This is an optimization exercise on Yosys and OpenROAD, whose aim is small area and a short achievable clock period, not a production implementation. RTL that was checked went through simulation tests only; none was proved equivalent to the original. Function not checked in run 1: the RTL went through the layout flow alone. The clock port is modelled as an ideal driver, which makes a skipped or thinned clock tree look cheaper than it is; a real chip needs a root buffer or a tree.

==> flow/design.v (outline; a module is shown in full before it is edited, if it fits) <==
// module top: 968 lines
module top (
    input clk,
    input rst_n,
    input vld_in,
    input [31:0] x,
    output reg vld_out,
    output reg [16:0] y
);
  // ...
==> flow/flow/run.sh <==
#!/bin/bash
# Standard ORFS layout, with the port buffers made from buf_2 cells instead of
# the flow's default choice (a slow clkdlybuf4s50_1 delay cell).
set -euo pipefail
export BUFFER_PORTS_ARGS="-buffer_cell sky130_fd_sc_hd__buf_2"
bash standard.sh > standard_flow.log 2>&1
==> flow/standard.sh <==
#!/bin/bash
# synth_recipe.tcl (not shown) runs the flow's synth.tcl, then flattens the netlist and writes it again
# the make line also repeats each setting of config.mk as NAME=value (left out here)
make -C /OpenROAD-flow-scripts/flow DESIGN_CONFIG=/design/flow/config.mk WORK_HOME=/design/flow/orfs CLKGATE_MAP_FILE= SYNTH_SCRIPT=/design/flow/synth_recipe.tcl "${@:-finish}"
==> flow/config.mk <==
export PLATFORM = sky130hd
export DESIGN_NAME = top
export DESIGN_NICKNAME = top
export VERILOG_FILES = /design/flow/design.v
export SDC_FILE = /design/flow/constraint.sdc
export NUM_CORES = 4
export LEC_CHECK = 0
export CAP_MARGIN = 20
export CORE_MARGIN = 2
export CORE_UTILIZATION = 60
export CTS_BUF_LIST = sky130_fd_sc_hd__clkbuf_8
export CTS_CLUSTER_DIAMETER = 50
export CTS_CLUSTER_SIZE = 16
export SLEW_MARGIN = 20
==> flow/constraint.sdc <==
create_clock -name core_clock -period 10.0 [get_ports {clk}]
set_input_delay 2.0000 -clock core_clock [delete_from_list [all_inputs] [get_ports {clk}]]
set_output_delay 2.0000 -clock core_clock [all_outputs]
set_load 0.01 [all_outputs]
==> flow_summary.toml, run 1 <==
[detailed_routing]
firstDrtPassIters = 4
drc = 0
dr_wl_met3_um = 634

[run_status]
status = "no timing/DRC/antenna violations"

[layout]
largest_reg_flops = 26
seq_area_frac = 0.5836
nClkBuffers = 46
multi_input_area_um2 = 5266
clkCellAreaFrac = 0.05167
multi_input_area_share = 0.3063

[grt]
grt_overflow = 0

[critical_path]
worstSetupPathType = "reg2out"
required_ps = 8000
r2r_slack_ps = 7170
cpLargestDelayFamily = "flip-flops"

[clock_network]
clk_path_buf_depth = 3
cts_root_buffer = "clkbuf_8"

[logic_synthesis]
synth-xor-area-share = 0.1116
synth-seq-cells = 493
synth_edf_count = 0
synth_compound_area_frac = 0.05327

[sta]
slew_viol_final = 0
fin_crit_sh = 0.3072

[die]
die-area_um2 = 27460
start_util = 0.6073
die_w_um = 165.7

[worst_hold_path]
hp-start = "x3[10]"

[placed_design]
postPlaceCellArea_um2 = 16310
==> run 2: changes to the inputs <==
--- a/flow/design.v
+++ b/flow/design.v
@@ -1,70 +1,97 @@
 module top (
     input clk,
     input rst_n,
     input vld_in,
     input [31:0] x,
     output reg vld_out,
     output reg [16:0] y
 );
-    wire [2:0] s1_0_sum = {1'b0, x[31:30]} - 3'd1;
-    wire [1:0] s1_0_r = s1_0_sum[1:0];
-    wire [0:0] s1_0_q = ~s1_0_sum[2];
-    wire s1_1_s = ~s1_0_q[0];
-    wire [3:0] s1_1_a = {s1_0_r, x[29:28]};
-    wire [3:0] s1_1_b = {~s1_1_s, s1_0_q ^ {1{~s1_1_s}}, 2'b11};
-    wire [3:0] s1_1_p = s1_1_a ^ s1_1_b;
-    wire s1_1_n1 = (s1_1_a[0] & s1_1_b[0]);
-    wire s1_1_n2 = (s1_1_a[1] & s1_1_b[1]);
-    wire s1_1_n3 = (s1_1_a[2] & s1_1_b[2]);
-    wire s1_1_n4 = (s1_1_a[3] & s1_1_b[3]);
-    wire s1_1_n5 = s1_1_n2 | (s1_1_p[1] & s1_1_n1);
-    wire s1_1_n6 = s1_1_p[1] & s1_1_p[0];
-    wire s1_1_n7 = s1_1_n4 | (s1_1_p[3] & s1_1_n3);
-    wire s1_1_n8 = s1_1_p[3] & s1_1_p[2];
-    wire s1_1_n9 = s1_1_n3 | (s1_1_p[2] & s1_1_n5);
-    wire s1_1_n10 = s1_1_p[2] & s1_1_n6;
-    wire s1_1_n11 = s1_1_n7 | (s1_1_n8 & s1_1_n5);
-    wire s1_1_n12 = s1_1_n8 & s1_1_n6;
-    wire [3:0] s1_1_sum = {s1_1_p[3] ^ s1_1_n9, s1_1_p[2] ^ s1_1_n5, s1_1_p[1] ^ s1_1_n1, s1_1_p[0]};
-    wire [2:0] s1_1_r = s1_1_sum[2:0];
-    wire [1:0] s1_1_q = {s1_0_q, ~s1_1_sum[3]};
-    wire s1_2_s = ~s1_1_q[0];
-    wire [4:0] s1_2_a = {s1_1_r, x[27:26]};
-    wire [4:0] s1_2_b = {~s1_2_s, s1_1_q ^ {2{~s1_2_s}}, 2'b11};
-    wire [4:0] s1_2_p = s1_2_a ^ s1_2_b;
-    wire s1_2_n1 = (s1_2_a[0] & s1_2_b[0]);
-    wire s1_2_n2 = (s1_2_a[1] & s1_2_b[1]);
-    wire s1_2_n3 = (s1_2_a[2] & s1_2_b[2]);
-    wire s1_2_n4 = (s1_2_a[3] & s1_2_b[3]);
-    wire s1_2_n5 = (s1_2_a[4] & s1_2_b[4]);
-    wire s1_2_n6 = s1_2_n2 | (s1_2_p[1] & s1_2_n1);
-    wire s1_2_n7 = s1_2_p[1] & s1_2_p[0];
-    wire s1_2_n8 = s1_2_n4 | (s1_2_p[3] & s1_2_n3);
-    wire s1_2_n9 = s1_2_p[3] & s1_2_p[2];
-    wire s1_2_n10 = s1_2_n3 | (s1_2_p[2] & s1_2_n6);
-    wire s1_2_n11 = s1_2_p[2] & s1_2_n7;
-    wire s1_2_n12 = s1_2_n8 | (s1_2_n9 & s1_2_n6);
-    wire s1_2_n13 = s1_2_n9 & s1_2_n7;
-    wire s1_2_n14 = s1_2_n5 | (s1_2_p[4] & s1_2_n12);
-    wire s1_2_n15 = s1_2_p[4] & s1_2_n13;
-    wire [4:0] s1_2_sum = {s1_2_p[4] ^ s1_2_n12, s1_2_p[3] ^ s1_2_n10, s1_2_p[2] ^ s1_2_n6, s1_2_p[1] ^ s1_2_n1, s1_2_p[0]};
-    wire [3:0] s1_2_r = s1_2_sum[3:0];
-    wire [2:0] s1_2_q = {s1_1_q, ~s1_2_sum[4]};
+    reg [2:0] lut_q;
+    reg [3:0] lut_r;
+    always @(*) begin
+        case (x[31:26])
+            6'd0: begin lut_q = 3'd0; lut_r = 4'd15; end
+            6'd1: begin lut_q = 3'd1; lut_r = 4'd0; end
+            6'd2: begin lut_q = 3'd1; lut_r = 4'd1; end
+            6'd3: begin lut_q = 3'd1; lut_r = 4'd2; end
+            6'd4: begin lut_q = 3'd2; lut_r = 4'd11; end
+            6'd5: begin lut_q = 3'd2; lut_r = 4'd12; end
+            6'd6: begin lut_q = 3'd2; lut_r = 4'd13; end
+            6'd7: begin lut_q = 3'd2; lut_r = 4'd14; end
+            6'd8: begin lut_q = 3'd2; lut_r = 4'd15; end
+            6'd9: begin lut_q = 3'd3; lut_r = 4'd0; end
+            6'd10: begin lut_q = 3'd3; lut_r = 4'd1; end
+            6'd11: begin lut_q = 3'd3; lut_r = 4'd2; end
+            6'd12: begin lut_q = 3'd3; lut_r = 4'd3; end
+            6'd13: begin lut_q = 3'd3; lut_r = 4'd4; end
+            6'd14: begin lut_q = 3'd3; lut_r = 4'd5; end
+            6'd15: begin lut_q = 3'd3; lut_r = 4'd6; end
+            6'd16: begin lut_q = 3'd4; lut_r = 4'd7; end
+            6'd17: begin lut_q = 3'd4; lut_r = 4'd8; end
+            6'd18: begin lut_q = 3'd4; lut_r = 4'd9; end
+            6'd19: begin lut_q = 3'd4; lut_r = 4'd10; end
+            6'd20: begin lut_q = 3'd4; lut_r = 4'd11; end
+            6'd21: begin lut_q = 3'd4; lut_r = 4'd12; end
+            6'd22: begin lut_q = 3'd4; lut_r = 4'd13; end
+            6'd23: begin lut_q = 3'd4; lut_r = 4'd14; end
+            6'd24: begin lut_q = 3'd4; lut_r = 4'd15; end
+            6'd25: begin lut_q = 3'd5; lut_r = 4'd0; end
+            6'd26: begin lut_q = 3'd5; lut_r = 4'd1; end
+            6'd27: begin lut_q = 3'd5; lut_r = 4'd2; end
+            6'd28: begin lut_q = 3'd5; lut_r = 4'd3; end
+            6'd29: begin lut_q = 3'd5; lut_r = 4'd4; end
+            6'd30: begin lut_q = 3'd5; lut_r = 4'd5; end
+            6'd31: begin lut_q = 3'd5; lut_r = 4'd6; end
+            6'd32: begin lut_q = 3'd5; lut_r = 4'd7; end
+            6'd33: begin lut_q = 3'd5; lut_r = 4'd8; end
+            6'd34: begin lut_q = 3'd5; lut_r = 4'd9; end
+            6'd35: begin lut_q = 3'd5; lut_r = 4'd10; end
+            6'd36: begin lut_q = 3'd6; lut_r = 4'd3; end
+            6'd37: begin lut_q = 3'd6; lut_r = 4'd4; end
+            6'd38: begin lut_q = 3'd6; lut_r = 4'd5; end
+            6'd39: begin lut_q = 3'd6; lut_r = 4'd6; end
+            6'd40: begin lut_q = 3'd6; lut_r = 4'd7; end
+            6'd41: begin lut_q = 3'd6; lut_r = 4'd8; end
+            6'd42: begin lut_q = 3'd6; lut_r = 4'd9; end
+            6'd43: begin lut_q = 3'd6; lut_r = 4'd10; end
+            6'd44: begin lut_q = 3'd6; lut_r = 4'd11; end
+            6'd45: begin lut_q = 3'd6; lut_r = 4'd12; end
+            6'd46: begin lut_q = 3'd6; lut_r = 4'd13; end
+            6'd47: begin lut_q = 3'd6; lut_r = 4'd14; end
+            6'd48: begin lut_q = 3'd6; lut_r = 4'd15; end
+            6'd49: begin lut_q = 3'd7; lut_r = 4'd0; end
+            6'd50: begin lut_q = 3'd7; lut_r = 4'd1; end
+            6'd51: begin lut_q = 3'd7; lut_r = 4'd2; end
+            6'd52: begin lut_q = 3'd7; lut_r = 4'd3; end
+            6'd53: begin lut_q = 3'd7; lut_r = 4'd4; end
+            6'd54: begin lut_q = 3'd7; lut_r = 4'd5; end
+            6'd55: begin lut_q = 3'd7; lut_r = 4'd6; end
+            6'd56: begin lut_q = 3'd7; lut_r = 4'd7; end
+            6'd57: begin lut_q = 3'd7; lut_r = 4'd8; end
+            6'd58: begin lut_q = 3'd7; lut_r = 4'd9; end
+            6'd59: begin lut_q = 3'd7; lut_r = 4'd10; end
+            6'd60: begin lut_q = 3'd7; lut_r = 4'd11; end
+            6'd61: begin lut_q = 3'd7; lut_r = 4'd12; end
+            6'd62: begin lut_q = 3'd7; lut_r = 4'd13; end
+            6'd63: begin lut_q = 3'd7; lut_r = 4'd14; end
+            default: begin lut_q = 3'd0; lut_r = 4'd0; end
+        endcase
+    end
     reg v1;
     always @(posedge clk or negedge rst_n)
         if (!rst_n) v1 <= 1'b0;
         else v1 <= vld_in;
     reg [2:0] q1;
     reg [3:0] r1;
     reg [25:0] x1;
     always @(posedge clk) begin
-        q1 <= s1_2_q;
-        r1 <= s1_2_r;
+        q1 <= lut_q;
+        r1 <= lut_r;
         x1 <= x[25:0];
     end
     wire s2_3_s = ~q1[0];
     wire [5:0] s2_3_sum = {r1, x1[25:24]} + {~s2_3_s, q1 ^ {3{~s2_3_s}}, 2'b11};
     wire [4:0] s2_3_r = s2_3_sum[4:0];
     wire [3:0] s2_3_q = {q1, ~s2_3_sum[5]};
     wire s2_4_s = ~s2_3_q[0];
     wire [6:0] s2_4_sum = {s2_3_r, x1[23:22]} + {~s2_4_s, s2_3_q ^ {4{~s2_4_s}}, 2'b11};
==> flow/flow/run.sh (replaced) <==
#!/bin/bash
# Standard ORFS layout with these changes:
#  - the port buffers are buf_2 cells instead of the flow's default choice
#    (a slow clkdlybuf4s50_1 delay cell);
#  - clock tree synthesis uses clkbuf_8/clkbuf_16, larger sink clusters and no
#    dummy balancing loads;
set -euo pipefail
here=$(pwd)
export BUFFER_PORTS_ARGS="-buffer_cell sky130_fd_sc_hd__buf_2"
export CTS_ARGS="-sink_clustering_enable -repair_clock_nets -sink_clustering_size 20 -sink_clustering_max_diameter 60 -buf_list {sky130_fd_sc_hd__clkbuf_8 sky130_fd_sc_hd__clkbuf_16} -root_buf sky130_fd_sc_hd__clkbuf_16 -dont_use_dummy_load"
export SETUP_SLACK_MARGIN=${SETUP_SLACK_MARGIN:-7.0}
bash standard.sh cts > standard_cts.log 2>&1
res=$(ls -d "$here"/orfs/results/*/top/base)
cp "$res/4_cts.odb" "$res/4_cts_with_root.odb"
RES="$res" openroad -no_init -exit "$here/flow/drop_root.tcl" > drop_root.log 2>&1
bash standard.sh > standard_flow.log 2>&1
==> flow/flow/drop_root.tcl (new file) <==
read_db $::env(RES)/4_cts.odb
set block [ord::get_db_block]
set clk [$block findNet clk]
set loads {}
foreach it [$clk getITerms] { lappend loads $it }
if {[llength $loads] != 1} { puts "root: clock port drives [llength $loads] pins; unchanged"; exit 0 }
set root [[lindex $loads 0] getInst]
set out ""
foreach it [$root getITerms] {
  if {[$it isOutputSignal]} { set out [$it getNet] }
}
set sinks {}
foreach it [$out getITerms] {
  if {![$it isOutputSignal]} { lappend sinks $it }
}
if {[llength $sinks] > 4} { puts "root drives [llength $sinks] pins; unchanged"; exit 0 }
puts "removing [$root getName] ([[$root getMaster] getName]) driving [llength $sinks] pins"
foreach it $sinks {
  $it disconnect
  $it connect $clk
}
foreach it [$root getITerms] { $it disconnect }
odb::dbInst_destroy $root
odb::dbNet_destroy $out
write_db $::env(RES)/4_cts.odb
==> flow/config.mk (replaced) <==
export PLATFORM = sky130hd
export DESIGN_NAME = top
export DESIGN_NICKNAME = top
export VERILOG_FILES = /design/flow/design.v
export SDC_FILE = /design/flow/constraint.sdc
export NUM_CORES = 4
export LEC_CHECK = 0
export CAP_MARGIN = 20
export CORE_MARGIN = 2
export CORE_UTILIZATION = 60
export SLEW_MARGIN = 20
==> run 2 against run 1 <==
Clock skew is 20 ps higher. Final area is 0.17% lower. Maximum frequency is 7.1% higher. Setup slack better by 200 ps. Final cell count is 2.2% lower. Hold slack worse by 27 ps.
==> flow_summary.toml, run 2 <==
[logic_synthesis]
synth_edf_count = 0
ys_top_cells_by_count = "dfxtp_1 (460), xor2_1 (145), ha_1 (127)"
ys_seq_area_frac = 0.6392
syn_nets = 1377
synthTopCellsByArea = "dfxtp_1 (59%), ha_1 (10%), xor2_1 (8.1%)"
yosys_warnings = 1
synth.largest_area_cell = "dfxtp_1"
synth-seq-cells = 493
netlist.area_leader.share = 0.5866
syn_avg_cell_area_um2 = 13.11
synth_most_common_cell = "dfxtp_1"
synthCells = 1197
synth_ff_type = "dfxtp_1"
async_flop_share = 0.06694
synth_cell_type_count = 61
netlist_area_um2 = 15700

[critical_path]
critPathMaxStageDelay_ps = 380
worstSetupPathType = "reg2out"
path_cells = "buf_2"
startpoint_type = "flip-flop"
crit_buf_inv = 1
cpMaxStageDelayCell = "dfrtp_1"
path_max_fanout = 1
cp-end-kind = "primary output"
critPathArrivalTime_ps = 870
required_ps = 8000
cpLargestDelayFamily = "flip-flops"

[clock_network]
clk_pin_slew_ps = 70
cts_sinks = 493
cts_setup_buffers = 0
clk_latency_ps = 350

[detailed_routing]
ant_nets = 0
drt-total-wl_mm = 20.44
dr_total_vias = 7788
firstDrtPassIters = 6
via_per_inst = 4.864
drc = 0
drtIter0Drc = 286
wl_per_cell_um = 12.76

[layout]
largest_register = "x1"
stdcell_area_um2 = 17170
area_growth_pct = 9.350
insertedDiodeCount = 0
final_cell_mix = "dfxtp_1 (456), xor2_1 (145), ha_1 (127)"
layoutNonFillerInstCount = 1601
largest_reg_flops = 26
drive_gt1_frac = 0.08610
largest_registers = "x1: 26 flops, x2: 22 flops, x3: 20 flops"
mostFrequentLayoutCell = "dfxtp_1"
num-nets-final = 1448

[placed_design]
dp_hpwl_mm = 15.30
io_buffers = 51
place_inst = 1567
postPlaceCellArea_um2 = 16310
dp_slack_ps = 6977
gp_congestion = 0.7875

[sta]
max_slew_margin = 0.5178
finalCriticalPeriod_ps = 2869
grt_setup_unrepaired = "no"
finClkSkew_ps = 35.14
setup_tns_ps = 0
slew_viol_final = 0
tightest_slew_ps = 722.4
finalHoldViolations = 0
fin_ws_ps = 7131
finalSetupViolCount = 0
fin_crit_sh = 0.2869
max_freq_ghz = 0.3486

[run]
drv_cap = 0

[grt]
grtUsageTotal = 0.1525
grt_pass1_wl_mm = 34.93
grt_pass1_vias = 7893
grt_max_degree = 34
antenna_found_initial = 0
grt_overflow = 0

[die]
dieHeight_um = 165.8
die_w_um = 165.8
coreArea_um2 = 25840
die-area_um2 = 27470
io_pins = 53
core.rowCount = 59
start_util = 0.6076

[worst_hold_path]
hp-class = "reg2reg"

[run_status]
status = "no timing/DRC/antenna violations"
[run 2: cell types whose count changed after synthesis, sizes merged, moves of 2 or more]
cell     change
nand3        -3
nand4        -3
nor3         +2
xor2         -2
inv          -4
ha           -2
nand2b       +2
o2111ai      +2
a21oi        +3
o211ai       -2
o21ai        +3
[run 2: cells by family after synthesis]
group | share of synthesized area
DFF | 0.6392
xor gates and xnor gates | 0.1110
adders and majority gates | 0.1242
and+or+nand+nor | 0.04408
AOI/OAI and AO/OA | 0.05715
buffers and inverters | 0.02407
other | 0.0002389
[run 2: path summary, 6_finish.rpt]
kind                            endpoint  cells past startpoint  slack, ps   start
worst max-delay path                y[3]                      1       7130    y[3]
worst min-delay path              x4[14]                      0        290  x3[14]
worst max register to register     q2[0]                     12       7240   q1[0]
worst min register to register    x4[14]                      0        290  x3[14]
max in group asynchronous             v3                      1       7820   rst_n
min in group asynchronous           y[6]                      1       1710   rst_n
[run 2: cell type report]
type / count / area (um^2)
sequential: 493 / 10040
fill: 1948 / 8672
multi-input combinational: 605 / 5285
clock buffer: 34 / 850.8
tap: 335 / 419.2
inverter: 82 / 307.8
timing repair buffer: 52 / 262.8
[run 2: stage by stage]
step           hold WS [ps]  utilization
3_3_place_gp          309.5       0.6312
4_1_cts               294.7       0.6651
3_5_place_dp          312.1       0.6312
2_1_floorplan         309.6            -
6_report              293.2       0.6644
5_1_grt               294.5       0.6644
[run 2: repair_timing]
action	CTS	global route
hold buffers	0	0
resized for setup	0	4
endpoints found under the setup margin	17	8
hold endpoints to repair	0	0
[run 2: routing by layer]
| layer | GRT usage | vias up | share of wire |
|---|---|---|---|
| li1 | - | 4044 | - |
| met1 | 0.1645 | 3613 | 0.41 |
| met2 | 0.2928 | 95 | 0.52 |
| met3 | 0.03098 | 36 | 0.035 |
| met4 | 0.05558 | 0 | 0.029 |
| met5 | 0 | - | 0 |
==> run 3: changes to the inputs <==
--- a/flow/flow/run.sh
+++ b/flow/flow/run.sh
@@ -8,5 +8,5 @@
 here=$(pwd)
 export BUFFER_PORTS_ARGS="-buffer_cell sky130_fd_sc_hd__buf_2"
-export CTS_ARGS="-sink_clustering_enable -repair_clock_nets -sink_clustering_size 20 -sink_clustering_max_diameter 60 -buf_list {sky130_fd_sc_hd__clkbuf_8 sky130_fd_sc_hd__clkbuf_16} -root_buf sky130_fd_sc_hd__clkbuf_16 -dont_use_dummy_load"
+export CTS_ARGS="-sink_clustering_enable -repair_clock_nets -sink_clustering_size 30 -sink_clustering_max_diameter 80 -buf_list {sky130_fd_sc_hd__clkbuf_8 sky130_fd_sc_hd__clkbuf_16} -root_buf sky130_fd_sc_hd__clkbuf_16 -dont_use_dummy_load"
 export SETUP_SLACK_MARGIN=${SETUP_SLACK_MARGIN:-7.0}
 bash standard.sh cts > standard_cts.log 2>&1
--- a/flow/config.mk
+++ b/flow/config.mk
@@ -8,4 +8,4 @@
 export CAP_MARGIN = 20
 export CORE_MARGIN = 2
-export CORE_UTILIZATION = 60
+export CORE_UTILIZATION = 75
 export SLEW_MARGIN = 20
==> run 3 against run 2 <==
Still clean. Clock skew grew 6.8 ps. Critical path depth is the same. Hold slack gained 3.6 ps. First-iteration DRC count shrank 17%. Die area shrank 20%. Final cell count shrank 5.1%. Count of clock-buffer cells in the layout shrank 15. Critical endpoint unchanged.
==> flow_summary.toml, run 3 <==
[worst_hold_path]
min_to = "x5[14]"
hp-start = "x4[14]"
hold_depth = 0
hp-class = "reg2reg"

[die]
coreArea_um2 = 20360
die-area_um2 = 22100
start_util = 0.7708
dieHeight_um = 148.7
core.rowCount = 52
io_pins = 53
die_w_um = 148.7

[clock_network]
cts_sinks = 493
clk_latency_ps = 380
cts_setup_buffers = 0
clk_pin_slew_ps = 100

[sta]
max_freq_ghz = 0.3441
setup_tns_ps = 0
tightest_slew_ps = 879.0
slew_viol_final = 0
finClkSkew_ps = 41.96
grt_setup_unrepaired = "no"
finalHoldViolations = 0
max_slew_margin = 0.4132
fin_crit_sh = 0.2906
finalSetupViolCount = 0
finalCriticalPeriod_ps = 2906

[run]
drv_cap = 0

[critical_path]
cpMaxStageDelayCell = "dfrtp_1"
critPathArrivalTime_ps = 910
critPathMaxStageDelay_ps = 380
r2r_cells = 8
path_max_fanout = 1
required_ps = 8000
r2r_slack_ps = 7170
cp-end-kind = "primary output"
crit_buf_inv = 1
r2r_end = "r10[9]"
worstSetupPathType = "reg2out"
startpoint_type = "flip-flop"
r2r-start = "q9[0]"
cpLargestDelayFamily = "flip-flops"
path_cells = "buf_2"

[grt]
grt_max_degree = 34
grt_pass1_vias = 8455
grt_pass1_wl_mm = 37.31
grt_overflow = 0
grtUsageTotal = 0.2082
antenna_found_initial = 0

[layout]
mostFrequentLayoutCell = "dfxtp_1"
layoutNonFillerInstCount = 1520
insertedDiodeCount = 0
drive_gt1_frac = 0.07440
largest_register = "x1"
largest_reg_flops = 26
final_cell_mix = "dfxtp_1 (458), xor2_1 (145), ha_1 (127)"
largest_registers = "x1: 26 flops, x2: 22 flops, x3: 20 flops"
nFillCells = 1158
num-nets-final = 1432
area_growth_pct = 6.448
stdcell_area_um2 = 16710

[logic_synthesis]
synthTopCellsByArea = "dfxtp_1 (59%), ha_1 (10%), xor2_1 (8.1%)"
synth_compound_area_frac = 0.05715
synthAdderAreaFrac = 0.1242
netlist.area_leader.share = 0.5866
ys_seq_area_frac = 0.6392
synth.largest_area_cell = "dfxtp_1"
synth_top_family_by_area = "adder cells"
synth_cell_type_count = 61
syn_nets = 1377
syn_avg_cell_area_um2 = 13.11
netlist_area_um2 = 15700
synth_edf_count = 0
synth_most_common_cell = "dfxtp_1"
synth-seq-cells = 493
ys_top_cells_by_count = "dfxtp_1 (460), xor2_1 (145), ha_1 (127)"
synthMuxAreaShare = 0
synth_ff_type = "dfxtp_1"
yosys_warnings = 1
synthCells = 1197
synth-xor-area-share = 0.1110
async_flop_share = 0.06694
yosys.area_share.simple = 0.04408

[detailed_routing]
via_per_inst = 5.207
ant_nets = 0
drt-total-wl_mm = 22.17
drtIter0Drc = 236
wl_met1_mm = 8.652
dr_wl_met3_um = 482
dr_total_vias = 7915
firstDrtPassIters = 4
topRoutingLayerUsed = "met4"
wl_per_cell_um = 14.59
drc = 0
route.met2.wl_mm = 12.18

[placed_design]
dp_hpwl_mm = 16.23
place_inst = 1501
gp_congestion = 0.8799
io_buffers = 51
postPlaceCellArea_um2 = 16220

[run_status]
status = "no timing/DRC/antenna violations"
[run 3: timing repair]
action | CTS | global route
resized for setup | 0 | 4
setup endpoints to repair | 17 | 6
hold buffers | 0 | 0
pin swaps | 0 | 0
[run 3: through the flow]
step | hold WS [ps] | setup WS, ps | util
floorplan | 309.6 | 7152 | -
finish | 296.8 | 7094 | 0.8205
CTS | 301.4 | 6937 | 0.8211
global route | 295.1 | 7025 | 0.8205
global placement | 309.6 | 7029 | 0.7965
detailed placement | 312.1 | 6986 | 0.7965
[run 3: cells by family after synthesis]
logic type,count (synthesis)
AOI/OAI and AO/OA,129
xor gates and xnor gates,199
adders and majority gates,145
buffers and inverters,99
DFF,493
other,1
and+or+nand+nor,131
[run 3: worst max-delay path by stage]
stage / from / to / slack, ps / depth (start not counted)
after floorplan: q11[0] / r12[15] / 7150 / 10
after global placement: x[26] / r1[3] / 7030 / 7
after detailed placement: x[26] / r1[3] / 6990 / 7
after CTS: y[7] / y[7] / 6940 / 1
after global routing: q5[0] / r6[8] / 7020 / 8
final: y[3] / y[3] / 7090 / 1
[run 3: area by class of cell]
cell class / count / area [um^2] / area share
Clock buffer: 19 / 475.5 / 0.02845
Inverter: 82 / 307.8 / 0.01842
Timing Repair Buffer: 51 / 255.2 / 0.01528
Sequential cell: 493 / 10040 / 0.6007
Tap cell: 270 / 337.8 / 0.02022
Multi-Input combinational cell: 605 / 5296 / 0.3170
[run 3: metal layers]
metal	global-route usage	vias up
met1	0.2158	3741
met3	0.02362	63
met4	0.08143	0
li1	-	4007
met5	0	-
met2	0.4218	104
==> run 4: changes to the inputs <==
--- a/flow/config.mk
+++ b/flow/config.mk
@@ -8,4 +8,4 @@
 export CAP_MARGIN = 20
 export CORE_MARGIN = 2
-export CORE_UTILIZATION = 75
+export CORE_UTILIZATION = 60
 export SLEW_MARGIN = 20
==> run 4 against run 3 <==
Critical path depth stayed put. Register-to-register slack better by 30 ps. Final area is 0.52% higher. Hold slack worse by 2.2 ps. Highest routed layer unchanged.
==> flow_summary.toml, run 4 <==
[run_status]
status = "no timing/DRC/antenna violations"

[logic_synthesis]
syn_nets = 1377
async_flop_share = 0.06694
netlist.area_leader.share = 0.5866
ys_seq_area_frac = 0.6392
synth_edf_count = 0
yosys.area_share.simple = 0.04408
synth.largest_area_cell = "dfxtp_1"
synth_ff_type = "dfxtp_1"
netlist_area_um2 = 15700
synthAdderAreaFrac = 0.1242
synth-xor-area-share = 0.1110
synth_top_family_by_area = "adder cells"
ys_top_cells_by_count = "dfxtp_1 (460), xor2_1 (145), ha_1 (127)"
synth-seq-cells = 493
synthMuxAreaShare = 0
synth_cell_type_count = 61
synth_compound_area_frac = 0.05715
synthCells = 1197
syn_avg_cell_area_um2 = 13.11
synth_most_common_cell = "dfxtp_1"
yosys_warnings = 1
synthTopCellsByArea = "dfxtp_1 (59%), ha_1 (10%), xor2_1 (8.1%)"

[grt]
grt_overflow = 0
antenna_found_initial = 0
grtUsageTotal = 0.1504
grt_max_degree = 34
grt_pass1_vias = 7751
grt_pass1_wl_mm = 34.76

[layout]
area_growth_pct = 7.006
insertedDiodeCount = 0
largest_register = "x1"
largest_reg_flops = 26
num-nets-final = 1433
mostFrequentLayoutCell = "dfxtp_1"
final_cell_mix = "dfxtp_1 (456), xor2_1 (145), ha_1 (127)"
drive_gt1_frac = 0.07594
largest_registers = "x1: 26 flops, x2: 22 flops, x3: 20 flops"

[sta]
max_slew_margin = 0.5177
max_freq_ghz = 0.3432
grt_setup_unrepaired = "no"
fin_hold_ws_ps = 294.6
finalCriticalPeriod_ps = 2914
setup_tns_ps = 0
finalSetupViolCount = 0
tightest_slew_ps = 723.5
fin_crit_sh = 0.2914
finClkSkew_ps = 35.71
fin_ws_ps = 7086
finalHoldViolations = 0
slew_viol_final = 0

[placed_design]
dp_hpwl_mm = 15.30
dp_slack_ps = 6977
gp_congestion = 0.7875
io_buffers = 51

[detailed_routing]
drtIter0Drc = 267
firstDrtPassIters = 4
ant_nets = 0
dr_total_vias = 7673
drt-total-wl_mm = 20.35
via_per_inst = 4.838
wl_per_cell_um = 12.83
drc = 0

[critical_path]
cpLargestDelayFamily = "flip-flops"
path_cells = "buf_2"
worstSetupPathType = "reg2out"
cpMaxStageDelayCell = "dfrtp_1"
critPathMaxStageDelay_ps = 390
path_max_fanout = 1
critPathArrivalTime_ps = 910
required_ps = 8000
startpoint_type = "flip-flop"
crit_buf_inv = 1
cp-end-kind = "primary output"

[worst_hold_path]
hp-class = "reg2reg"

[die]
start_util = 0.6076
core.rowCount = 59
die-area_um2 = 27470
io_pins = 53
die_w_um = 165.8
dieHeight_um = 165.8
coreArea_um2 = 25840

[clock_network]
cts_sinks = 493
cts_hold_buffers = 0
clk_pin_slew_ps = 100
cts_setup_buffers = 0
clk_latency_ps = 400

[run]
drv_cap = 0
==> run 4: per-layer routing <==
metal	wire, um	vias to the layer above	global-route usage
met4	804	0	0.06011
met5	0	-	0
met2	10470	80	0.2923
met1	8534	3553	0.1646
li1	-	4004	-
met3	539	36	0.01907
==> run 4: cell type report <==
| type | instances | area (um^2) |
|---|---|---|
| Multi-Input combinational cell | 605 | 5293 |
| Inverter | 82 | 307.8 |
| Timing Repair Buffer | 52 | 262.8 |
| Clock buffer | 19 | 475.5 |
| Fill cell | 1992 | 9040 |
| Sequential cell | 493 | 10040 |
| Tap cell | 335 | 419.2 |
==> run 4: logic make-up after synthesis <==
logic type	count (synthesis)
flops	493
xor+xnor	199
fa+ha+maj	145
simple gates	131
compound gates	129
buf+inv	99
other cells	1
==> run 4: timing repair <==
| item | 4_1_cts | 5_1_grt |
|---|---|---|
| resized for setup | 0 | 5 |
| setup endpoints to repair | 17 | 9 |
| cloned | 0 | 0 |
==> run 4: worst register-to-register path: cells and delay by family (launching register included) <==
kind	cells	cell delay (ps)
and+or+nand+nor	1	90
DFF	1	440
xor gates and xnor gates	5	960
AOI/OAI and AO/OA	4	620
adders and majority gates	2	640
==> run 4: worst paths after layout <==
| check | slack (ps) | endpoint | start | cells past startpoint |
|---|---|---|---|---|
| setup / recovery | 7090 | y[3] | y[3] | 1 |
| hold / removal | 290 | x5[12] | x4[12] | 0 |
| setup reg to reg | 7200 | q2[0] | q1[0] | 12 |
| hold reg to reg | 290 | x5[12] | x4[12] | 0 |
| max in group asynchronous | 7880 | v14 | rst_n | 1 |
| min in group asynchronous | 1650 | y[13] | rst_n | 1 |
==> run 4: stage by stage <==
stage | util | cells | area [um^2]
5_1_grt | 0.6501 | 1586 | 16800
3_3_place_gp | 0.6312 | 1567 | 16310
3_5_place_dp | 0.6312 | 1567 | 16310
2_1_floorplan | - | 1197 | 15700
4_1_cts | 0.6506 | 1587 | 16810
6_report | 0.6501 | 1586 | 16800
==> run 5: changes to the inputs <==
--- a/flow/flow/run.sh
+++ b/flow/flow/run.sh
@@ -8,5 +8,5 @@
 here=$(pwd)
 export BUFFER_PORTS_ARGS="-buffer_cell sky130_fd_sc_hd__buf_2"
-export CTS_ARGS="-sink_clustering_enable -repair_clock_nets -sink_clustering_size 30 -sink_clustering_max_diameter 80 -buf_list {sky130_fd_sc_hd__clkbuf_8 sky130_fd_sc_hd__clkbuf_16} -root_buf sky130_fd_sc_hd__clkbuf_16 -dont_use_dummy_load"
+export CTS_ARGS="-sink_clustering_enable -repair_clock_nets -sink_clustering_size 20 -sink_clustering_max_diameter 60 -buf_list sky130_fd_sc_hd__clkbuf_8 -root_buf sky130_fd_sc_hd__clkbuf_16 -dont_use_dummy_load"
 export SETUP_SLACK_MARGIN=${SETUP_SLACK_MARGIN:-7.0}
 bash standard.sh cts > standard_cts.log 2>&1
--- a/flow/config.mk
+++ b/flow/config.mk
@@ -8,4 +8,4 @@
 export CAP_MARGIN = 20
 export CORE_MARGIN = 2
-export CORE_UTILIZATION = 60
+export CORE_UTILIZATION = 75
 export SLEW_MARGIN = 20
==> run 5 against run 4 <==
Sequential share of layout area rose by 0.44 points. Clock skew rose by 9.5 ps. Count of clock-buffer cells in the layout rose by 11. Routed wire length rose by 6.4%. Maximum frequency rose by 0.65%. Synthesized cell count did not move. Global-route usage rose by 5.2 points. Final cell count fell by 3.5%. Die area fell by 20%. Via count rose by 3.4%. Highest routed layer unchanged.
==> flow_summary.toml, run 5 <==
[die]
io_pins = 53
start_util = 0.7708
core.rowCount = 52
die_w_um = 148.7
coreArea_um2 = 20360
dieHeight_um = 148.7
die-area_um2 = 22100

[layout]
stdcell_area_um2 = 16670
largest_reg_flops = 26
area_growth_pct = 6.193
drive_gt1_frac = 0.08247
final_cell_mix = "dfxtp_1 (458), xor2_1 (145), ha_1 (127)"
largest_register = "x1"
largest_registers = "x1: 26 flops, x2: 22 flops, x3: 20 flops"
insertedDiodeCount = 0
num-nets-final = 1443
mostFrequentLayoutCell = "dfxtp_1"

[grt]
antenna_found_initial = 0
grtUsageTotal = 0.2022
grt_pass1_wl_mm = 36.49
grt_pass1_vias = 8475
grt_overflow = 0
grt_max_degree = 34

[logic_synthesis]
netlist_area_um2 = 15700
ys_seq_area_frac = 0.6392
synth-seq-cells = 493
netlist.area_leader.share = 0.5866
async_flop_share = 0.06694
synth_edf_count = 0
synth_most_common_cell = "dfxtp_1"
synthCells = 1197
yosys_warnings = 1
synth_ff_type = "dfxtp_1"
synth_cell_type_count = 61
synth.largest_area_cell = "dfxtp_1"
syn_nets = 1377
synthTopCellsByArea = "dfxtp_1 (59%), ha_1 (10%), xor2_1 (8.1%)"
ys_top_cells_by_count = "dfxtp_1 (460), xor2_1 (145), ha_1 (127)"
syn_avg_cell_area_um2 = 13.11

[sta]
fin_crit_sh = 0.2895
setup_tns_ps = 0
finClkSkew_ps = 45.19
fin_hold_ws_ps = 279.5
finalHoldViolations = 0
finalSetupViolCount = 0
tightest_slew_ps = 867.3
max_freq_ghz = 0.3454
slew_viol_final = 0
max_slew_margin = 0.4210
finalCriticalPeriod_ps = 2895
grt_setup_unrepaired = "no"

[critical_path]
crit_buf_inv = 1
cp-end-kind = "primary output"
worstSetupPathType = "reg2out"
startpoint_type = "flip-flop"
critPathArrivalTime_ps = 900
path_max_fanout = 1
required_ps = 8000
cpMaxStageDelayCell = "dfrtp_1"
critPathMaxStageDelay_ps = 380
path_cells = "buf_2"
cpLargestDelayFamily = "flip-flops"

[clock_network]
cts_sinks = 493
cts_setup_buffers = 0
clk_pin_slew_ps = 110
clk_latency_ps = 390

[detailed_routing]
firstDrtPassIters = 5
drtIter0Drc = 220
ant_nets = 0
dr_total_vias = 7935
wl_per_cell_um = 14.14
drt-total-wl_mm = 21.65
via_per_inst = 5.183
drc = 0

[run_status]
status = "no timing/DRC/antenna violations"

[placed_design]
dp_hpwl_mm = 16.23
gp_congestion = 0.8799
io_buffers = 51
postPlaceCellArea_um2 = 16220

[worst_hold_path]
hp-class = "reg2reg"

[run]
drv_cap = 0
## run 5: cell types whose count changed in the layout (fill, tap and decap cells not counted), sizes merged
cell / before / now
buf: 52 / 51
clkbuf: 19 / 30
## run 5: worst register-to-register path: stages, from the launching register on
cell,delay (ps)
dfxtp_1,720
xor2_1,310
ha_1,280
or3_1,390
o2111a_2,230
o21ai_0,160
nand2b_1,90
fa_1,380
xor2_1,150
## run 5: area by class of cell
class / instances / area, um^2
inverters: 82 / 307.8
repair buffers: 51 / 255.2
multi-input cells: 605 / 5296
clock buffers: 30 / 435.4
flip-flops and latches: 493 / 10040
well taps: 270 / 337.8
fillers: 1191 / 3695
## run 5: worst paths after layout
path / endpoint / depth (start not counted) / from / slack [ps]
hold reg to reg: x4[14] / 0 / x3[14] / 280
min in group asynchronous: y[14] / 1 / rst_n / 1660
setup / recovery: y[3] / 1 / y[3] / 7100
setup reg to reg: r10[9] / 8 / q9[0] / 7200
max in group asynchronous: v4 / 1 / rst_n / 7840
hold / removal: x4[14] / 0 / x3[14] / 280
## run 5: logic make-up (layout without fill, tap and decap cells)
logic type | Yosys count | after routing | share of synthesized area
flops | 493 | 493 | 0.6392
other cells | 1 | 1 | 0.0002389
xor+xnor | 199 | 199 | 0.1110
simple gates | 131 | 131 | 0.04408
fa+ha+maj | 145 | 145 | 0.1242
buf+inv | 99 | 163 | 0.02407
compound gates | 129 | 129 | 0.05715
## run 5: metal layers
metal	vias to the layer above	GRT usage	routed length, um
met5	-	0	0
met4	0	0.07381	779
met3	60	0.02699	606
met2	135	0.4123	11890
met1	3718	0.2069	8371
li1	4022	-	-
## run 5: what timing repair did
item                                    in CTS  in global routing
gates resized for setup                      0                  4
endpoints found under the hold margin        0                  0
hold buffers                                 0                  0
endpoints found under the setup margin      17                  6
## run 5: per-stage QoR
| stage | worst slack (ps) | cells | utilization |
|---|---|---|---|
| final | 7105 | 1531 | 0.8186 |
| after global routing | 7025 | 1531 | 0.8186 |
| after CTS | 6940 | 1532 | 0.8191 |
| after detailed placement | 6986 | 1501 | 0.7965 |
| after global placement | 7029 | 1501 | 0.7965 |
| after floorplan | 7152 | 1197 | - |
==> run 6: changes to the inputs <==
--- a/flow/flow/run.sh
+++ b/flow/flow/run.sh
@@ -8,5 +8,5 @@
 here=$(pwd)
 export BUFFER_PORTS_ARGS="-buffer_cell sky130_fd_sc_hd__buf_2"
-export CTS_ARGS="-sink_clustering_enable -repair_clock_nets -sink_clustering_size 20 -sink_clustering_max_diameter 60 -buf_list sky130_fd_sc_hd__clkbuf_8 -root_buf sky130_fd_sc_hd__clkbuf_16 -dont_use_dummy_load"
+export CTS_ARGS="-sink_clustering_enable -repair_clock_nets -sink_clustering_size 25 -sink_clustering_max_diameter 70 -buf_list {sky130_fd_sc_hd__clkbuf_8 sky130_fd_sc_hd__clkbuf_16} -root_buf sky130_fd_sc_hd__clkbuf_16 -dont_use_dummy_load"
 export SETUP_SLACK_MARGIN=${SETUP_SLACK_MARGIN:-7.0}
 bash standard.sh cts > standard_cts.log 2>&1
==> run 6 against run 5 <==
Hold slack improved by 31 ps. Utilization increased by 0.57 points. Register-to-register slack lost 70 ps. Synthesized area unchanged. Count of clock-buffer cells in the layout fell by 8. Setup slack got worse by 7.7 ps.
==> flow_summary.toml, run 6 <==
[logic_synthesis]
synthCells = 1197
synth_most_common_cell = "dfxtp_1"
synth_ff_type = "dfxtp_1"
ys_seq_area_frac = 0.6392
synth_cell_type_count = 61
synth.largest_area_cell = "dfxtp_1"
netlist_area_um2 = 15700
synthTopCellsByArea = "dfxtp_1 (59%), ha_1 (10%), xor2_1 (8.1%)"
syn_nets = 1377
ys_top_cells_by_count = "dfxtp_1 (460), xor2_1 (145), ha_1 (127)"
synth-seq-cells = 493
async_flop_share = 0.06694
netlist.area_leader.share = 0.5866
syn_avg_cell_area_um2 = 13.11
synth_edf_count = 0
yosys_warnings = 1

[grt]
antenna_found_initial = 0
grt_pass1_vias = 8539
grt_pass1_wl_mm = 38.25
grtUsageTotal = 0.2143
grt_overflow = 0
grt_max_degree = 34

[critical_path]
r2r-start = "q9[0]"
critPathMaxStageDelay_ps = 370
r2r_slack_ps = 7130
path_max_fanout = 1
cp-end-kind = "primary output"
required_ps = 8000
r2r_cells = 8
critPathArrivalTime_ps = 900
cp.depth = 1
crit_buf_inv = 1
cpMaxStageDelayCell = "dfrtp_1"
cpLargestDelayFamily = "flip-flops"
worstSetupPathType = "reg2out"
startpoint_type = "flip-flop"
path_cells = "buf_2"
r2r_end = "r10[9]"

[worst_hold_path]
hp-start = "x5[13]"
hp-class = "reg2reg"
hold_depth = 0
min_to = "x6[13]"

[sta]
max_freq_ghz = 0.3445
grt_setup_unrepaired = "no"
finClkSkew_ps = 41.15
slew_viol_final = 0
setup_tns_ps = 0
finalHoldViolations = 0
fin_crit_sh = 0.2903
finalSetupViolCount = 0
max_slew_margin = 0.4150
tightest_slew_ps = 876.4
finalCriticalPeriod_ps = 2903

[die]
core.rowCount = 52
io_pins = 53
coreArea_um2 = 20360
die_w_um = 148.7
die-area_um2 = 22100
dieHeight_um = 148.7
start_util = 0.7708

[layout]
insertedDiodeCount = 0
final_cell_mix = "dfxtp_1 (458), xor2_1 (145), ha_1 (127)"
area_growth_pct = 6.934
drive_gt1_frac = 0.07662
final_core_util = 0.8243
largest_register = "x1"
num-nets-final = 1435
largest_reg_flops = 26
mostFrequentLayoutCell = "dfxtp_1"
largest_registers = "x1: 26 flops, x2: 22 flops, x3: 20 flops"

[detailed_routing]
wl_per_cell_um = 14.99
ant_nets = 0
via_per_inst = 5.211
firstDrtPassIters = 4
dr_total_vias = 7936
drc = 0
drtIter0Drc = 243
drt-total-wl_mm = 22.83

[clock_network]
cts_setup_buffers = 0
clk_latency_ps = 410
cts_resized = 1
clk_pin_slew_ps = 90
cts_sinks = 493
cts_hold_buffers = 0

[placed_design]
io_buffers = 51
dp_hpwl_mm = 16.23
gp_congestion = 0.8799

[run]
drv_cap = 0

[run_status]
status = "no timing/DRC/antenna violations"
run 6: changes by cell type in the layout (fill, tap and decap cells not counted):
cell,previous run,this run
clkbuf_8,28,0
a2111oi_1,0,1
a2111oi_0,1,0
clkbuf_16,2,22
run 6: metrics by stage:
| step | cells | instance area (um^2) | hold WS [ps] | setup slack [ps] |
|---|---|---|---|---|
| 2_1_floorplan | 1197 | 15700 | 309.6 | 7152 |
| 3_3_place_gp | 1501 | 16220 | 309.6 | 7029 |
| 3_5_place_dp | 1501 | 16220 | 312.1 | 6986 |
| 4_1_cts | 1524 | 16800 | 308.2 | 6937 |
| 5_1_grt | 1523 | 16790 | 317.3 | 7011 |
| 6_report | 1523 | 16790 | 310.6 | 7097 |
run 6: cells by family after synthesis:
family | count (synthesis) | share of synthesized area
AOI/OAI and AO/OA | 129 | 0.05715
xor gates and xnor gates | 199 | 0.1110
adders and majority gates | 145 | 0.1242
buffers and inverters | 99 | 0.02407
DFF | 493 | 0.6392
other | 1 | 0.0002389
and+or+nand+nor | 131 | 0.04408
run 6: cell type report:
type                            instances  area, um^2
Clock buffer                           22       550.5
Inverter                               82       307.8
Timing Repair Buffer                   51       255.2
Tap cell                              270       337.8
Sequential cell                       493       10040
Multi-Input combinational cell        605        5298
Fill cell                            1121        3578
run 6: how the worst max path moves through the flow:
stage | from | slack [ps] | to
floorplan | q11[0] | 7150 | r12[15]
global placement | x[26] | 7030 | r1[3]
detailed placement | x[26] | 6990 | r1[3]
CTS | y[7] | 6940 | y[7]
global route | q9[0] | 7010 | r10[9]
finish | y[3] | 7100 | y[3]
run 6: routing by layer:
layer / wire length [um] / track usage
met3: 630 / 0.02546
met5: 0 / 0
met2: 12640 / 0.4333
met1: 8726 / 0.2213
met4: 828 / 0.08524
==> run 7: changes to the inputs <==
--- a/flow/flow/run.sh
+++ b/flow/flow/run.sh
@@ -8,5 +8,5 @@
 here=$(pwd)
 export BUFFER_PORTS_ARGS="-buffer_cell sky130_fd_sc_hd__buf_2"
-export CTS_ARGS="-sink_clustering_enable -repair_clock_nets -sink_clustering_size 25 -sink_clustering_max_diameter 70 -buf_list {sky130_fd_sc_hd__clkbuf_8 sky130_fd_sc_hd__clkbuf_16} -root_buf sky130_fd_sc_hd__clkbuf_16 -dont_use_dummy_load"
+export CTS_ARGS="-sink_clustering_enable -repair_clock_nets -sink_clustering_size 20 -sink_clustering_max_diameter 60 -buf_list sky130_fd_sc_hd__clkbuf_8 -root_buf sky130_fd_sc_hd__clkbuf_16 -dont_use_dummy_load"
 export SETUP_SLACK_MARGIN=${SETUP_SLACK_MARGIN:-7.0}
 bash standard.sh cts > standard_cts.log 2>&1
==> flow/flow/drop_root.tcl (replaced) <==
read_db $::env(RES)/4_cts.odb
set block [ord::get_db_block]
set db [ord::get_db]
set clk [$block findNet clk]

proc out_net {inst} {
  foreach it [$inst getITerms] {
    if {[$it isOutputSignal]} { return [$it getNet] }
  }
  return ""
}
proc sinks_of {net} {
  set s {}
  foreach it [$net getITerms] {
    if {![$it isOutputSignal]} { lappend s $it }
  }
  return $s
}

set loads [sinks_of $clk]
if {[llength $loads] != 1} { puts "root: clock port drives [llength $loads] pins; unchanged"; exit 0 }
set root [[lindex $loads 0] getInst]
set out [out_net $root]
set sinks [sinks_of $out]
if {[llength $sinks] > 4} { puts "root drives [llength $sinks] pins; unchanged"; exit 0 }
puts "removing [$root getName] ([[$root getMaster] getName]) driving [llength $sinks] pins"
foreach it $sinks {
  $it disconnect
  $it connect $clk
}
foreach it [$root getITerms] { $it disconnect }
odb::dbInst_destroy $root
odb::dbNet_destroy $out

set n 0
while {[llength [sinks_of $clk]] < 4} {
  # the buffer on the port with the most loads
  set best ""
  set bestn 0
  foreach it [sinks_of $clk] {
    set inst [$it getInst]
    set k [llength [sinks_of [out_net $inst]]]
    if {$k > $bestn} { set best $inst; set bestn $k }
  }
  if {$bestn < 4} { break }
  set onet [out_net $best]
  set pts {}
  set xs {}
  set ys {}
  foreach it [sinks_of $onet] {
    set loc [[$it getInst] getLocation]
    lappend pts [list $it [lindex $loc 0] [lindex $loc 1]]
    lappend xs [lindex $loc 0]
    lappend ys [lindex $loc 1]
  }
  set xs [lsort -integer $xs]
  set ys [lsort -integer $ys]
  set axis [expr {([lindex $xs end] - [lindex $xs 0]) >= ([lindex $ys end] - [lindex $ys 0]) ? 1 : 2}]
  set pts [lsort -integer -index $axis $pts]
  set half [expr {[llength $pts] / 2}]
  set moved [lrange $pts $half end]
  set cx 0
  set cy 0
  foreach p $moved { incr cx [lindex $p 1]; incr cy [lindex $p 2] }
  set cx [expr {$cx / [llength $moved]}]
  set cy [expr {$cy / [llength $moved]}]
  incr n
  set name "[$best getName]_split$n"
  set clone [odb::dbInst_create $block [$best getMaster] $name]
  $clone setLocation $cx $cy
  $clone setPlacementStatus PLACED
  set nnet [odb::dbNet_create $block "${name}_net"]
  $nnet setSigType CLOCK
  foreach it [$clone getITerms] {
    set mt [$it getMTerm]
    if {[$mt getSigType] eq "POWER" || [$mt getSigType] eq "GROUND"} { continue }
    if {[$it isOutputSignal]} { $it connect $nnet } else { $it connect $clk }
  }
  foreach p $moved {
    set it [lindex $p 0]
    $it disconnect
    $it connect $nnet
  }
  puts "split [$best getName]: [llength $moved] of $bestn loads to $name"
}
# put the new buffers on legal sites
detailed_placement
check_placement
write_db $::env(RES)/4_cts.odb
==> run 7 against run 6 <==
Highest routed layer unchanged. Global-route usage down 1.0 points. Hold slack got worse by 31 ps. Critical endpoint unchanged. Non-clock buffer count is 2 higher. Routed wire length decreased by 5.0%. First-iteration DRC count grew 1.2%. Final cell count is 0.66% higher. Still clean on timing, DRC and antenna.
==> flow_summary.toml, run 7 <==
[critical_path]
path_cells = "buf_2"
path_max_fanout = 1
cp-end-kind = "primary output"
critPathArrivalTime_ps = 840
critPathMaxStageDelay_ps = 380
r2r-start = "q4[0]"
cp.depth = 1
r2r_slack_ps = 7190
required_ps = 8000
cpMaxStageDelayCell = "dfrtp_1"
r2r_cells = 10
startpoint_type = "flip-flop"
worstSetupPathType = "reg2out"
r2r_end = "r5[8]"
cpLargestDelayFamily = "flip-flops"
crit_buf_inv = 1

[clock_network]
cts_hold_buffers = 0
cts_sinks = 493
clk_latency_ps = 330
clk_pin_slew_ps = 110
cts_setup_buffers = 0

[sta]
slew_viol_final = 0
setup_tns_ps = 0
fin_crit_sh = 0.2842
max_freq_ghz = 0.3519
finClkSkew_ps = 45.20
finalCriticalPeriod_ps = 2842
max_slew_margin = 0.4208
tightest_slew_ps = 867.6
finalSetupViolCount = 0
finalHoldViolations = 0
fin_hold_ws_ps = 279.1
grt_setup_unrepaired = "no"
fin_ws_ps = 7158

[layout]
mostFrequentLayoutCell = "dfxtp_1"
stdcell_area_um2 = 16720
largest_registers = "x1: 26 flops, x2: 22 flops, x3: 20 flops"
layoutNonFillerInstCount = 1533
largest_reg_flops = 26
num-nets-final = 1445
final_cell_mix = "dfxtp_1 (458), xor2_1 (145), ha_1 (127)"
largest_register = "x1"
area_growth_pct = 6.512
drive_gt1_frac = 0.08393
insertedDiodeCount = 0
final_core_util = 0.8210

[placed_design]
postPlaceCellArea_um2 = 16220
io_buffers = 51
dp_hpwl_mm = 16.23
gp_congestion = 0.8799
place_inst = 1501
dp_slack_ps = 6986

[logic_synthesis]
synth_cell_type_count = 61
yosys_warnings = 1
synth_edf_count = 0
synth.largest_area_cell = "dfxtp_1"
async_flop_share = 0.06694
synthTopCellsByArea = "dfxtp_1 (59%), ha_1 (10%), xor2_1 (8.1%)"
synthCells = 1197
synth-xor-area-share = 0.1110
synth_compound_area_frac = 0.05715
synthMuxAreaShare = 0
syn_nets = 1377
synthAdderAreaFrac = 0.1242
synth_top_family_by_area = "adder cells"
synth_ff_type = "dfxtp_1"
ys_seq_area_frac = 0.6392
yosys.area_share.simple = 0.04408
synth_most_common_cell = "dfxtp_1"
syn_avg_cell_area_um2 = 13.11
netlist_area_um2 = 15700
netlist.area_leader.share = 0.5866
synth-seq-cells = 493
ys_top_cells_by_count = "dfxtp_1 (460), xor2_1 (145), ha_1 (127)"

[detailed_routing]
ant_nets = 0
via_per_inst = 5.174
drc = 0
dr_total_vias = 7931
drtIter0Drc = 246
drt-total-wl_mm = 21.70
wl_per_cell_um = 14.15
firstDrtPassIters = 5

[grt]
use_met2 = 0.4134
grtUsageTotal = 0.2041
grt_overflow = 0
grt_max_degree = 34
grt_pass1_wl_mm = 36.64
grt_pass1_vias = 8501
grt_busiest_layer = "met2"
use_met1 = 0.2078
antenna_found_initial = 0
use_met3 = 0.02699

[die]
coreArea_um2 = 20360
die_w_um = 148.7
dieHeight_um = 148.7
start_util = 0.7708
core.rowCount = 52
io_pins = 53
die-area_um2 = 22100

[run_status]
status = "no timing/DRC/antenna violations"

[worst_hold_path]
hp-class = "reg2reg"
hold_depth = 0
hp-start = "x3[14]"
min_to = "x4[14]"

[run]
drv_cap = 0
## run 7: cell counts after synthesis
Identical to the previous run, type by type.
## run 7: area by class of cell
class	instances	area (um^2)
clock buffer	30	435.4
buffer	2	50.05
timing repair buffer	51	255.2
sequential	493	10040
fill	1180	3645
multi-input combinational	605	5296
tap	270	337.8
inverter	82	307.8
## run 7: cells by family (layout without fill, tap and decap cells)
family	after synthesis	count (layout)
buffers and inverters	99	165
other	1	1
flip-flops	493	493
adder cells (fa/ha/maj)	145	145
AND/OR/NAND/NOR	131	131
XOR/XNOR	199	199
AO/OA/AOI/OAI	129	129
## run 7: worst max path at each step
stage	startpoint	end
final	y[3]	y[3]
after detailed placement	x[26]	r1[3]
after global routing	q5[0]	r6[8]
after CTS	y[7]	y[7]
after global placement	x[26]	r1[3]
after floorplan	q11[0]	r12[15]
## run 7: timing repair
action                     in CTS  in global routing
setup endpoints to repair      17                  6
resized for setup               0                  4
cloned                          0                  0
## run 7: routing by layer
| metal | wire length, um | vias up |
|---|---|---|
| li1 | - | 4026 |
| met1 | 8382 | 3712 |
| met2 | 11890 | 129 |
| met3 | 590 | 64 |
| met4 | 833 | 0 |
| met5 | 0 | - |
==> run 8: changes to the inputs <==
--- a/flow/flow/run.sh
+++ b/flow/flow/run.sh
@@ -9,5 +9,5 @@
 export BUFFER_PORTS_ARGS="-buffer_cell sky130_fd_sc_hd__buf_2"
 export CTS_ARGS="-sink_clustering_enable -repair_clock_nets -sink_clustering_size 20 -sink_clustering_max_diameter 60 -buf_list sky130_fd_sc_hd__clkbuf_8 -root_buf sky130_fd_sc_hd__clkbuf_16 -dont_use_dummy_load"
-export SETUP_SLACK_MARGIN=${SETUP_SLACK_MARGIN:-7.0}
+export SETUP_SLACK_MARGIN=${SETUP_SLACK_MARGIN:-7.2}
 bash standard.sh cts > standard_cts.log 2>&1
 res=$(ls -d "$here"/orfs/results/*/top/base)
==> run 8 against run 7 <==
First-iteration DRC count decreased by 16%. Largest cell class unchanged. Die area stayed put. Setup slack worse by 3.0 ps. Final area is 0.20% higher. Clock skew is 14 ps lower. Non-clock buffer count up 4. Final cell count increased by 0.13%.
==> flow_summary.toml, run 8 <==
[grt]
grt_pass1_wl_mm = 37.30
grt_overflow = 0
grt_pass1_vias = 8392
grtUsageTotal = 0.2085
antenna_found_initial = 0
grt_max_degree = 34

[detailed_routing]
drt-total-wl_mm = 22.62
ant_nets = 0
drc = 0
via_per_inst = 5.206
wl_per_cell_um = 14.74
firstDrtPassIters = 4
dr_total_vias = 7991
drtIter0Drc = 206

[logic_synthesis]
ys_seq_area_frac = 0.6392
synthTopCellsByArea = "dfxtp_1 (59%), ha_1 (10%), xor2_1 (8.1%)"
synthMuxAreaShare = 0
synth_edf_count = 0
synth_compound_area_frac = 0.05715
synth.largest_area_cell = "dfxtp_1"
synthCells = 1197
syn_avg_cell_area_um2 = 13.11
yosys.area_share.simple = 0.04408
netlist_area_um2 = 15700
synth_most_common_cell = "dfxtp_1"
synth_cell_type_count = 61
syn_nets = 1377
synth_ff_type = "dfxtp_1"
synth_top_family_by_area = "adder cells"
synth-xor-area-share = 0.1110
synthAdderAreaFrac = 0.1242
netlist.area_leader.share = 0.5866
yosys_warnings = 1
async_flop_share = 0.06694
ys_top_cells_by_count = "dfxtp_1 (460), xor2_1 (145), ha_1 (127)"
synth-seq-cells = 493

[run]
drv_cap = 0

[critical_path]
worstSetupPathType = "reg2out"
cpMaxStageDelayCell = "dfrtp_1"
path_cells = "buf_2"
r2r-start = "q8[0]"
critPathArrivalTime_ps = 840
required_ps = 8000
cpLargestDelayFamily = "flip-flops"
cp-end-kind = "primary output"
r2r_end = "r9[12]"
cp.depth = 1
startpoint_type = "flip-flop"
r2r_slack_ps = 7360
crit_buf_inv = 1
critPathMaxStageDelay_ps = 380
path_max_fanout = 1
r2r_cells = 8

[layout]
largest_registers = "x1: 26 flops, x2: 22 flops, x3: 20 flops"
final_cell_mix = "dfxtp_1 (451), xor2_1 (144), ha_1 (126)"
insertedDiodeCount = 0
largest_register = "x1"
area_growth_pct = 6.727
drive_gt1_frac = 0.09328
largest_reg_flops = 26
num-nets-final = 1447
mostFrequentLayoutCell = "dfxtp_1"

[placed_design]
gp_congestion = 0.8989
io_buffers = 51
dp_slack_ps = 7031
dp_hpwl_mm = 16.28

[sta]
slew_viol_final = 0
max_slew_margin = 0.4608
tightest_slew_ps = 808.7
grt_setup_unrepaired = "yes"
fin_ws_ps = 7155
finClkSkew_ps = 30.92
fin_hold_ws_ps = 312.6
finalSetupViolCount = 0
finalCriticalPeriod_ps = 2845
fin_crit_sh = 0.2845
finalHoldViolations = 0
max_freq_ghz = 0.3515
setup_tns_ps = 0

[worst_hold_path]
hp-start = "x3[15]"
hold_depth = 0
min_to = "x4[15]"
hp-class = "reg2reg"

[die]
io_pins = 53
core.rowCount = 52
die-area_um2 = 22100
start_util = 0.7708
die_w_um = 148.7
coreArea_um2 = 20360
dieHeight_um = 148.7

[run_status]
status = "no timing/DRC/antenna violations"

[clock_network]
cts_sinks = 493
clk_pin_slew_ps = 110
clk_latency_ps = 330
-- run 8: layer usage --
| metal | vias to the layer above | part of all wire | GRT usage | routed length (um) |
|---|---|---|---|---|
| li1 | 4032 | - | - | - |
| met1 | 3798 | 0.39 | 0.2177 | 8733 |
| met2 | 116 | 0.56 | 0.4211 | 12590 |
| met3 | 45 | 0.026 | 0.02699 | 589 |
| met4 | 0 | 0.031 | 0.07571 | 706 |
| met5 | - | 0 | 0 | 0 |
-- run 8: kinds of logic after synthesis --
family,after synthesis
XOR/XNOR,199
other,1
adder cells (fa/ha/maj),145
AO/OA/AOI/OAI,129
flip-flops,493
AND/OR/NAND/NOR,131
buffers and inverters,99
-- run 8: per-stage QoR --
step	cell area (um^2)	util	instances
2_1_floorplan	15700	-	1197
3_5_place_dp	16230	0.7970	1502
3_3_place_gp	16230	0.7970	1502
4_1_cts	16670	0.8186	1531
5_1_grt	16750	0.8227	1535
6_report	16750	0.8227	1535
-- run 8: worst max path at each step --
| stage | startpoint | endpoint | slack, ps |
|---|---|---|---|
| 2_1_floorplan | x[26] | r1[3] | 7210 |
| 3_3_place_gp | x[26] | r1[3] | 7090 |
| 3_5_place_dp | x[26] | r1[3] | 7030 |
| 4_1_cts | y[12] | y[12] | 6930 |
| 5_1_grt | y[11] | y[11] | 7120 |
| 6_report | y[12] | y[12] | 7160 |
-- run 8: cell type report --
class / count / area, um^2
fillers: 1161 / 3611
inverters: 82 / 307.8
multi-input cells: 605 / 5310
plain buffers: 2 / 50.05
repair buffers: 55 / 291.5
well taps: 270 / 337.8
clock buffers: 28 / 407.9
flip-flops and latches: 493 / 10050
-- run 8: timing repair --
action | 4_1_cts | 5_1_grt
hold buffers | 0 | 0
setup buffers | 0 | 3
pin swaps | 0 | 6
gates resized for setup | 5 | 10
endpoints found under the setup margin | 25 | 30

-- separate check: timing with driven ports --
How much do the figures lean on ideal ports? The routed layouts below were timed once more, with nothing changed but the port constraints.
Step 1 sets driving cells, clkbuf_16 on the clock port and buf_2 on the other inputs (assumed; they add their load-dependent delay and slew).
Step 2, shift: input delay + t, output delay - t, t = (earliest + latest rising clock arrival at the registers) / 2. This alone moves slack from input paths to output paths.
Slacks: no drivers / after step 1 / after step 2; pairs: no drivers / after step 1.
run	shift t [ns]	setup WS [ns]	worst hold slack (ns)	worst setup path after step 2
run 1	0.597	6.928 / 6.884 / 6.565	0.321 / 0.321 / 0.321	input to register
run 2	0.419	7.131 / 7.041 / 6.981	0.293 / 0.293 / 0.293	input to register
run 3	0.432	7.094 / 7.033 / 7.000	0.297 / 0.297 / 0.297	input to register
run 4	0.447	7.086 / 7.026 / 6.993	0.295 / 0.295 / 0.295	input to register
run 5	0.432	7.105 / 7.045 / 7.014	0.279 / 0.279 / 0.279	input to register
run 6	0.445	7.097 / 7.038 / 7.011	0.311 / 0.311 / 0.311	input to register
run 7	0.396	7.158 / 7.073 / 7.015	0.279 / 0.279 / 0.279	input to register
run 8	0.400	7.155 / 7.074 / 7.052	0.313 / 0.313 / 0.313	input to register
After both steps every run listed still meets setup and hold. For run 1, which loses most, drivers alone change the setup slack by -0.044 ns; drivers and shift together by -0.363 ns.
